Background: an optimization exercise with open tools, aiming at small area and a short achievable clock period. Do not read the settings as production practice. Function was checked by simulation only, so behaviour that the tests miss may differ from the original. Power and IR drop assume default switching activity.

## old
## synchronous_fifo
module synchronous_fifo#(parameter FIFO_WIDTH = 32, NO_OF_ELEMENTS = 32, FIFO_DEPTH = $clog2(NO_OF_ELEMENTS))
(	input clk, resetn, w_en, r_en,
	input [FIFO_WIDTH-1:0] d_in,
	output [FIFO_WIDTH-1:0] d_out,
	output full, empty
	);
clock: 3.3 ns
lec_check: 0
abc_clock_period_in_ps: 1800
cap_margin: 20
core_margin: 2
core_utilization: 70
setup_slack_margin: 1.4
slew_margin: 20
run.sh (not shown) runs the stock make flow with config.mk's settings and CLKGATE_MAP_FILE= SYNTH_SCRIPT=/design/flow/synth_recipe.tcl, a recipe that flattens the netlist after the stock synthesis.
old: flow completed, timing, DRC and antenna clean
For new, these inputs were changed with respect to old:
- CTS_BUF_LIST newly set to sky130_fd_sc_hd__clkbuf_8
- ABC_CLOCK_PERIOD_IN_PS removed (was 1800)
[summary]
- Delta(final cell count, new - old) > 0
- In terms of utilization after layout, old and new differ only marginally.
- Summary of the comparison: first-pass detailed-route iteration total is lower in new, relative to old.
- Going from old to new, total chip power lost about 5.5%; initial antenna violation count picked up an extra 2; share of post-route cells with drive strength above 1 picked up an extra 1.9 points; clock buffer count picked up an extra 45%.
- new against old: final wirelength now sits higher, summed area of non-filler cells in the final layout was more or less identical.


Setup of P:
The RTL this note starts from:
==> flow/design.v <==
module synchronous_fifo#(parameter FIFO_WIDTH = 32, NO_OF_ELEMENTS = 32, FIFO_DEPTH = $clog2(NO_OF_ELEMENTS))
(	input clk, resetn, w_en, r_en,
	input [FIFO_WIDTH-1:0] d_in,
	output [FIFO_WIDTH-1:0] d_out,
	output full, empty
	);
	localparam N = NO_OF_ELEMENTS;
	reg [FIFO_WIDTH-1:0] d_out_reg;
	reg [FIFO_WIDTH-1:0] mem [N-1:0];
	reg [3:0] w_lo;                  
	reg [N/4-1:0] w_hi;              
	reg [N-1:0] r_sel;               
	reg [FIFO_DEPTH-1:0] count;      
	reg nfull_i, empty_i;            
	reg full_o, nempty_o;            
	wire wr = w_en & nfull_i;
	wire rd = r_en & ~empty_i;
	wire one_left = (count == 1);
	wire one_free = (count == N-1);
	reg [FIFO_WIDTH-1:0] rdata;
	integer k;
	always @(*) begin
		rdata = 0;
		for (k = 0; k < N; k = k + 1)
			rdata = rdata | (mem[k] & {FIFO_WIDTH{r_sel[k]}});
	end
	genvar i;
	generate
		for (i = 0; i < N; i = i + 1) begin : g_word
			always @(posedge clk)
				if (wr & w_lo[i % 4] & w_hi[i / 4])
					mem[i] <= d_in;
		end
	endgenerate
	always @(posedge clk or negedge resetn) begin
		if (~resetn) begin
			w_lo <= 1;
			w_hi <= 1;
			r_sel <= 1;
			count <= 0;
			nfull_i <= 1'b1;
			empty_i <= 1'b1;
			full_o <= 1'b0;
			nempty_o <= 1'b0;
			d_out_reg <= 0;
		end else begin
			if (wr) begin
				w_lo <= {w_lo[2:0], w_lo[3]};
				if (w_lo[3])
					w_hi <= {w_hi[N/4-2:0], w_hi[N/4-1]};
			end
			if (rd) begin
				r_sel <= {r_sel[N-2:0], r_sel[N-1]};
				d_out_reg <= rdata;
			end
			if (wr & ~rd) begin
				count <= count + 1'b1;
				empty_i <= 1'b0;
				nempty_o <= 1'b1;
				nfull_i <= ~one_free;
				full_o <= one_free;
			end else if (rd & ~wr) begin
				count <= count - 1'b1;
				nfull_i <= 1'b1;
				full_o <= 1'b0;
				empty_i <= one_left;
				nempty_o <= ~one_left;
			end
		end
	end
	assign d_out = d_out_reg;
	assign full = full_o;
	assign empty = ~nempty_o;
endmodule
==> flow/config.mk <==
export PLATFORM = sky130hd
export DESIGN_NAME = synchronous_fifo
export DESIGN_NICKNAME = synchronous_fifo
export VERILOG_FILES = /design/flow/design.v
export SDC_FILE = /design/flow/constraint.sdc
export NUM_CORES = 4
export LEC_CHECK = 0
export CAP_MARGIN = 20
export CORE_MARGIN = 2
export CORE_UTILIZATION = 70
export SETUP_SLACK_MARGIN = 1.5
export SLEW_MARGIN = 20
==> flow/constraint.sdc <==
create_clock -name core_clock -period 3.3 [get_ports {clk}]
set_input_delay 0.6600 -clock core_clock [delete_from_list [all_inputs] [get_ports {clk}]]
set_output_delay 0.6600 -clock core_clock [all_outputs]
set_load 0.01 [all_outputs]
standard.sh (not shown) runs the stock make flow with config.mk's settings and CLKGATE_MAP_FILE= SYNTH_SCRIPT=/design/flow/synth_recipe.tcl, a recipe that flattens the netlist after the stock synthesis.
==> flow/flow/run.sh <==
#!/bin/bash
set -e
cp standard.sh standard.sh.txt
export CTS_ARGS="-sink_clustering_enable -repair_clock_nets -dont_use_dummy_load"
bash standard.sh > standard.log 2>&1
Here is what was changed in the inputs of Q compared with P.
Settings: a change of SETUP_SLACK_MARGIN from 1.5 to 1.3; a change of CORE_UTILIZATION from 70 to 50.
==> flow/run.sh (new file) <==
#!/bin/bash
# synth_recipe.tcl (not shown) runs the flow's synth.tcl, then flattens the netlist and writes it again
# the make line also repeats each setting of config.mk as NAME=value (left out here)
make -C /OpenROAD-flow-scripts/flow DESIGN_CONFIG=/design/flow/config.mk WORK_HOME=/design/flow/orfs CLKGATE_MAP_FILE= SYNTH_SCRIPT=/design/flow/synth_recipe.tcl finish
removed: flow/flow/run.sh
removed: flow/standard.sh
[summary]
- Q: no failed stages, no open violations at the end
- Est. power | Q vs P | Q higher
- Changes observed in Q relative to P: largest net degree at the start of global routing saw an increase; share of the clock period used by the worst path saw an increase; number of buffers inserted by post-CTS setup repair saw a decrease; synthesized cell count saw little to no change.
Relative to Q, the following input files were edited for R:
Settings: a change of CORE_UTILIZATION from 50 to 70.
### Flow results
R finished every stage and its layout cleared the timing, design-rule and antenna checks.
Compared to Q, R has share of the final layout cell area in multi-input gates 0.37 points higher.
Switching share of power was higher in R than in Q.
R vs Q — maximum operating frequency climbed slightly
Compare R and Q | count of clock-buffer cells in the layout higher: Q
R: post-route minimum period lower than Q
Comparing R and Q, the lower non-clock buffer count is on R.
Changes observed in R relative to Q: highest cell delay on the worst timing path level; first-pass GRT wire length moved down; weighted congestion at the end of routability-driven global placement moved up.
### R -> S
Settings: CORE_UTILIZATION: 70 -> 50; SETUP_SLACK_MARGIN: 1.3 -> 1.8.
Compared with R, S degrades design area.
| final clock period utilization by the worst path | S vs R | ≈ equal |
In the reports for R and S, the smaller global-route wire length before repair belongs to R.
Going from R to S, chip height moved up, final worst hold slack went down by 0.050 ns, global-route track usage on met1 now sits lower.
Die area, R and S: lower on R
No run among R and S stopped early or left any final violation; all are clean.
R has a lower violation count after the first detailed-route iteration than S.
[inputs] T vs S
Settings: a change of SETUP_SLACK_MARGIN from 1.8 to 1.4; a change of CORE_UTILIZATION from 50 to 70.
--- outcome ---
S vs T, critical path launch point: d_out_reg[3] vs r_sel[25]. Total routing resource utilization after global routing across S and T: no real change. Class of the most critical setup path: reg2reg -> T, reg2out -> S. Overall die height of T falls short of that of S by more than 10%. Share of total power consumed by net switching, S and T: smaller value in T. ~same multi-input gate share of total cell area in S and T. Total power: T below S.


Starts from the design.v that is shown in full above.
export LEC_CHECK = 0
export CAP_MARGIN = 20
export CORE_MARGIN = 2
export CORE_UTILIZATION = 85
export SETUP_SLACK_MARGIN = 1.4
export SLEW_MARGIN = 20
create_clock -name core_clock -period 3.3 [get_ports {clk}]
run.sh (not shown) runs the stock make flow with config.mk's settings and CLKGATE_MAP_FILE= SYNTH_SCRIPT=/design/flow/synth_recipe.tcl, a recipe that flattens the netlist after the stock synthesis.
Stock flow here: none of the scripts above is used.
The baseline never finished: it broke off in clock tree synthesis on DPL-0033.
Next try:
==> flow/flow/run.sh (new file) <==
#!/bin/bash
set -e
cp standard.sh standard.sh.txt
export CTS_ARGS="-sink_clustering_enable -repair_clock_nets -dont_use_dummy_load"
bash standard.sh > standard.log 2>&1
==> flow/standard.sh (new file) <==
#!/bin/bash
# synth_recipe.tcl (not shown) runs the flow's synth.tcl, then flattens the netlist and writes it again
# the make line also repeats each setting of config.mk as NAME=value (left out here)
make -C /OpenROAD-flow-scripts/flow DESIGN_CONFIG=/design/flow/config.mk WORK_HOME=/design/flow/orfs CLKGATE_MAP_FILE= SYNTH_SCRIPT=/design/flow/synth_recipe.tcl "${@:-finish}"
CORE_UTILIZATION = 62   (was 85)
removed: flow/run.sh
Now the flow completed without violations.
Area after synthesis does not change.
Synthesized cell count does not change.
Next try:
==> flow/run.sh (new file) <==
#!/bin/bash
# synth_recipe.tcl (not shown) runs the flow's synth.tcl, then flattens the netlist and writes it again
# the make line also repeats each setting of config.mk as NAME=value (left out here)
make -C /OpenROAD-flow-scripts/flow DESIGN_CONFIG=/design/flow/config.mk WORK_HOME=/design/flow/orfs CLKGATE_MAP_FILE= SYNTH_SCRIPT=/design/flow/synth_recipe.tcl finish
CORE_UTILIZATION = 50   (was 62)
SETUP_SLACK_MARGIN = 1.5   (was 1.4)
removed: flow/flow/run.sh
removed: flow/standard.sh
Effect: The new run produced a clean layout. Worst hold slack improves by 0.37 ns. Worst setup slack loses 0.030 ns. Routed wire length went up by 18%. Synthesized cell count is unchanged. Core utilization falls by 9.4 points. Via count came out higher by about 7%. Die area grows by about 24%. Flip-flop and latch count does not change. Sequential share of layout area goes down by 5.6 points.
Next try:
CORE_UTILIZATION = 78   (was 50)
SETUP_SLACK_MARGIN = 1.45   (was 1.5)
Effect:
- With this change the flow stopped in global routing
- synthesized area does not change
- synthesized cell count is unchanged


## v31
Starts from the design.v that is shown in full above.
export LEC_CHECK = 0
export CAP_MARGIN = 20
export CORE_MARGIN = 2
export CORE_UTILIZATION = 74
export SETUP_SLACK_MARGIN = 1.4
export SLEW_MARGIN = 20
create_clock -name core_clock -period 3.3 [get_ports {clk}]
standard.sh (not shown) runs the stock make flow with config.mk's settings and CLKGATE_MAP_FILE= SYNTH_SCRIPT=/design/flow/synth_recipe.tcl, a recipe that flattens the netlist after the stock synthesis.
==> flow/flow/run.sh <==
#!/bin/bash
set -e
cp standard.sh standard.sh.txt
export CTS_ARGS="-sink_clustering_enable -repair_clock_nets -dont_use_dummy_load"
bash standard.sh > standard.log 2>&1
Changes in v56 relative to v31:
# v31
export LEC_CHECK = 0
export CAP_MARGIN = 20
export CORE_MARGIN = 2
export CORE_UTILIZATION = 74
export SETUP_SLACK_MARGIN = 1.4
export SLEW_MARGIN = 20
create_clock -name core_clock -period 3.3 [get_ports {clk}]
# v56
export LEC_CHECK = 0
export CAP_MARGIN = 20
export CORE_MARGIN = 2
export CORE_UTILIZATION = 70
export SETUP_SLACK_MARGIN = 1.4
export SLEW_MARGIN = 20
create_clock -name core_clock -period 3.3 [get_ports {clk}]
==> flow/flow/run.sh <==
#!/bin/bash
set -e
cp standard.sh standard.sh.txt
export CTS_ARGS="-sink_clustering_enable -repair_clock_nets -dont_use_dummy_load -sink_clustering_size 20 -sink_clustering_max_diameter 60"
bash standard.sh > standard.log 2>&1
==> run summary <==
- v56 vs v31 — number of inserted filler cells in the final layout climbed by more than a quarter
- In the metrics for v56 and v31, the one carrying the lower via density per instance is v56.
- Of the two candidates, v31 has the worse highest achievable clock rate and v56 the better one.
- Critical-path maximum fanout: v56 > v31
- v56 vs. v31: fraction of met1 tracks used by global routing fell by 5.6 points; row count rose by 3.6%; number of buffer and inverter stages on the critical path rose by 1.
- Part of the total power dissipated in sequential elements came out higher on v56 than on v31.
- Going from v31 to v56, setup slack higher; hold slack went up.
--- input diff v56..v40 ---
==> flow/flow/run.sh <==
#!/bin/bash
set -e
cp standard.sh standard.sh.txt
export CTS_ARGS="-sink_clustering_enable -repair_clock_nets -dont_use_dummy_load"
bash standard.sh > standard.log 2>&1
Notes after the runs:
v40 went all the way through the flow, and no timing, DRC or antenna check failed.
Looking at uppermost metal layer occupied by signal nets, the met5 result is from v56; the met4 one comes from v40.
Relative to v56, the met1 layer wirelength in the final routing of v40 is higher by 0.53%.
Of the two candidates, v56 has the better via count and v40 the worse one.
v56 -> v40: sequential element share of the synthesized area delta 0, exact match
v56 → v40: ratio of final minimum period to clock period lower, count of cells resized by post-cts repair picked up an extra 19.
Going from v56 to v40, iteration count of the initial detailed-routing pass shrinks by 2.
For the cell count, v40 came in 38 higher than v56 did.
Compared to v56, v40 has total power of the final layout 9.8% higher.
Compared with v56, v40 shows a lower critical path depth in cells.
Clock share of power delta for v40 relative to v56: 6.0 points higher
Between v56 and v40, count of plain and timing-repair buffers in the layout decreased.

[port drivers added, routing unchanged]
The flow's constraints put no driver on any port. The routed layouts listed below were extracted and timed again, unchanged, in two steps.
Step 1, drivers: a clkbuf_16 drives clk and a buf_2 each remaining input, both assumed.
Step 2 times the ports against the registers' clock, not the clock port: input delays grow and output delays shrink by t, the midpoint of the rising clock arrivals with the driver on.
Slacks: ideal / step 1 / step 2; pairs: ideal / step 1.
run	shift t [ns]	slack for setup (ns)	hold slack, ns	slew at the worst register clock pin (ns)	pins driven straight from the clock port
old	0.724	1.361 / 1.301 / 0.726	0.082 / 0.045 / 0.484	0.07 / 0.07	1
new	0.878	1.218 / 1.159 / 0.689	0.355 / 0.315 / 0.477	0.07 / 0.07	1
P	0.732	1.404 / 1.343 / 0.995	0.065 / 0.029 / 0.508	0.08 / 0.08	1
Q	0.735	1.281 / 1.259 / 0.611	0.106 / 0.064 / 0.493	0.07 / 0.07	1
R	0.724	1.305 / 1.258 / 0.658	0.082 / 0.045 / 0.484	0.07 / 0.07	1
S	0.754	1.307 / 1.236 / 0.722	0.032 / -0.013 / 0.514	0.07 / 0.07	1
T	0.724	1.361 / 1.301 / 0.726	0.082 / 0.045 / 0.484	0.07 / 0.07	1
the second run of note 3	0.718	1.356 / 1.285 / 0.757	0.071 / 0.025 / 0.485	0.07 / 0.07	1
the third run of note 3	0.742	1.326 / 1.257 / 0.857	0.436 / 0.386 / 0.491	0.06 / 0.06	1
v31	0.713	1.343 / 1.322 / 0.677	0.058 / 0.022 / 0.470	0.07 / 0.07	1
v56	0.672	1.363 / 1.355 / 0.757	0.141 / 0.106 / 0.481	0.08 / 0.08	1
v40	0.703	1.394 / 1.334 / 0.732	0.120 / 0.085 / 0.484	0.06 / 0.06	1
After both steps every run listed still meets setup and hold. The setup slack of Q, which loses most, moves by -0.022 ns with the drivers and by -0.670 ns with both steps.
